What follows belongs to an exercise in optimizing a design on an open flow for small area, a short achievable clock period and few clock cycles; a production flow would make more cautious choices.
In this exercise RTL edits were held to simulation tests only and were not proved equivalent to the original.

== rev 12 ==
==> flow/design.v (excerpt) <==
module CONVCOR(
        clk,
        rst_n,
        in_valid,
        in_a,
        in_b,
        in_mode,
        out_valid,
        out
);
Size: roughly 1300 cells after synthesis, roughly 240 flip-flops, about 0.015 sq mm of cells after synthesis.
clock: 12.0 ns
lec_check: 0
cap_margin: 20
core_margin: 2
core_utilization: 55
slew_margin: 20
synth_hierarchical: 1
standard.sh (not shown) runs the stock make flow with config.mk's settings and CLKGATE_MAP_FILE= SYNTH_SCRIPT=/design/flow/synth_recipe.tcl, a recipe that flattens the netlist after the stock synthesis.
==> flow/flow/run.sh <==
#!/bin/bash
set -euo pipefail
knobs=(
  SETUP_SLACK_MARGIN=8.6
  "BUFFER_PORTS_ARGS=-buffer_cell sky130_fd_sc_hd__buf_1"
  "CTS_ARGS=-sink_clustering_enable -repair_clock_nets -dont_use_dummy_load -sink_clustering_size 24 -sink_clustering_max_diameter 150"
)
for stage in synth floorplan place cts route finish; do
  bash standard.sh "${knobs[@]}" "$stage" > "log_${stage}.log" 2>&1
done
Testbench counts of rev 12, summed over its fixed seeds: cycles 64,050.
Edits applied to the flow inputs when going from rev 12 to rev 13:
- CORE_UTILIZATION changed from 55 to 40
==> flow/flow/run.sh <==
#!/bin/bash
# Standard ORFS layout, with repair_timing aiming for extra setup slack so the
# layout is sized for a shorter period than the 12 ns constraint, plain
# buffers on the ports, larger clock sink clusters and no dummy clock loads.
set -euo pipefail
bash standard.sh SETUP_SLACK_MARGIN=8.55 \
  "BUFFER_PORTS_ARGS=-buffer_cell sky130_fd_sc_hd__buf_1" \
  "CTS_ARGS=-sink_clustering_enable -repair_clock_nets -dont_use_dummy_load -sink_clustering_size 24 -sink_clustering_max_diameter 150" \
  finish > flow_standard.log 2>&1
==> notes.md <==
The share of the clock period used by the worst path number comes out lower for rev 12 vs rev 13.
On smallest hold slack, rev 13 and rev 12 are neck and neck.
When rev 13 is measured against rev 12, its area of the die turns out 0.010 sq mm higher.
Number of ports placed on the die boundary came out exactly the same in rev 13 and rev 12.
Well-tap cell count: rev 13 higher than rev 12
Relative to rev 12, rev 13 degrades minimum period implied by the final worst setup slack.

---

CONVCOR again, from the RTL that the note above started with.
// CONVCOR
module CONVCOR(
        clk,
        rst_n,
        in_valid,
        in_a,
        in_b,
        in_mode,
        out_valid,
        out
);
==> flow/config.mk <==
export PLATFORM = sky130hd
export DESIGN_NAME = CONVCOR
export DESIGN_NICKNAME = CONVCOR
export VERILOG_FILES = /design/flow/design.v
export SDC_FILE = /design/flow/constraint.sdc
export NUM_CORES = 4
export LEC_CHECK = 0
export CAP_MARGIN = 20
export CORE_MARGIN = 2
export CORE_UTILIZATION = 75
export SLEW_MARGIN = 20
export SYNTH_HIERARCHICAL = 1
==> flow/constraint.sdc <==
create_clock -name core_clock -period 12.0 [get_ports {clk}]
set_input_delay 2.4000 -clock core_clock [delete_from_list [all_inputs] [get_ports {clk}]]
set_output_delay 2.4000 -clock core_clock [all_outputs]
set_load 0.01 [all_outputs]
==> flow/flow/run.sh <==
#!/bin/bash
set -euo pipefail
knobs=(
  SETUP_SLACK_MARGIN=8.6
  "BUFFER_PORTS_ARGS=-buffer_cell sky130_fd_sc_hd__buf_1"
  "CTS_ARGS=-sink_clustering_enable -repair_clock_nets -dont_use_dummy_load -sink_clustering_size 24 -sink_clustering_max_diameter 150"
)
for stage in synth floorplan place cts route finish; do
  bash standard.sh "${knobs[@]}" "$stage" > "log_${stage}.log" 2>&1
done
Testbench counts at the start, summed over its fixed seeds: cycles 64,050.
==> next run, changes <==
==> flow/flow/run.sh (replaced) <==
#!/bin/bash
# Standard ORFS layout, with repair_timing aiming for extra setup slack so the
# layout is sized for a shorter period than the 12 ns constraint, plain
# buffers on the ports, larger clock sink clusters and no dummy clock loads.
set -euo pipefail
bash standard.sh SETUP_SLACK_MARGIN=8.6 \
  "BUFFER_PORTS_ARGS=-buffer_cell sky130_fd_sc_hd__buf_1" \
  "CTS_ARGS=-sink_clustering_enable -repair_clock_nets -dont_use_dummy_load -sink_clustering_size 24 -sink_clustering_max_diameter 150" \
  finish > flow_standard.log 2>&1
--- a/flow/config.mk
+++ b/flow/config.mk
@@ -9,3 +9,3 @@
 export CORE_MARGIN = 2
-export CORE_UTILIZATION = 75
+export CORE_UTILIZATION = 40
 export SLEW_MARGIN = 20
After rerunning: The changed run passed the timing, DRC and antenna checks. Worst setup slack hardly moves. Sequential cell count is unchanged. Hold slack hardly moves. Global-route usage falls by 14 points. Die area rises by well over a third.
==> next run, changes <==
==> flow/flow/run.sh (replaced) <==
#!/bin/bash
set -euo pipefail
knobs=(
  SETUP_SLACK_MARGIN=8.6
  "BUFFER_PORTS_ARGS=-buffer_cell sky130_fd_sc_hd__buf_1"
  "CTS_ARGS=-sink_clustering_enable -repair_clock_nets -dont_use_dummy_load -sink_clustering_size 24 -sink_clustering_max_diameter 150"
)
for stage in synth floorplan place cts route finish; do
  bash standard.sh "${knobs[@]}" "$stage" > "log_${stage}.log" 2>&1
done
After rerunning:
- The new run passed the timing, DRC and antenna checks
- non-clock buffer count stays the same
- maximum frequency is unchanged
==> next run, changes <==
==> flow/flow/run.sh (replaced) <==
#!/bin/bash
# Standard ORFS layout, with repair_timing aiming for extra setup slack so the
# layout is sized for a shorter period than the 12 ns constraint, plain
# buffers on the ports, larger clock sink clusters and no dummy clock loads.
set -euo pipefail
bash standard.sh SETUP_SLACK_MARGIN=8.65 \
  "BUFFER_PORTS_ARGS=-buffer_cell sky130_fd_sc_hd__buf_1" \
  "CTS_ARGS=-sink_clustering_enable -repair_clock_nets -dont_use_dummy_load -sink_clustering_size 24 -sink_clustering_max_diameter 150" \
  finish > flow_standard.log 2>&1
Effect: Non-clock buffer count grows by 29; core utilization went up by 1.4 points; register-to-register slack gains 0.05 ns; clock skew came out higher by 0.0090 ns; via count went up by 1.5%.

## port drivers added, routing unchanged
In the flow no input, the clock included, has a driving cell. The finished layouts below were timed again as built, in two steps. Step 1: set_driving_cell puts a clkbuf_16 on clk and a buf_2 on each other input, an assumption about the parent block. Step 2 moves the port delays by t, midway between the first and last clock arrival at a register: inputs arrive t later, outputs are due t later. That takes back most of the time a late clock gives input paths. Three values: ideal, step 1, step 2; two values: the first two.
run	shift t [ns]	setup slack, ns	hold slack, ns	worst data-port slew with drivers (ns)
rev 12	0.524	8.632 / 8.581 / 8.443	0.329 / 0.329 / 0.329	0.05
rev 13	0.528	8.589 / 8.540 / 8.209	0.331 / 0.331 / 0.331	0.10
the first run of note 2	0.522	8.628 / 8.579 / 8.486	0.329 / 0.329 / 0.329	0.05
the second run of note 2	0.522	8.627 / 8.581 / 8.459	0.331 / 0.331 / 0.331	0.10
the third run of note 2	0.522	8.627 / 8.581 / 8.459	0.331 / 0.331 / 0.331	0.10
the fourth run of note 2	0.524	8.647 / 8.599 / 8.470	0.332 / 0.332 / 0.332	0.09
After both steps setup and hold are still met in every run listed. The setup slack of rev 13, which loses most, moves by -0.049 ns with the drivers and by -0.380 ns with both steps.
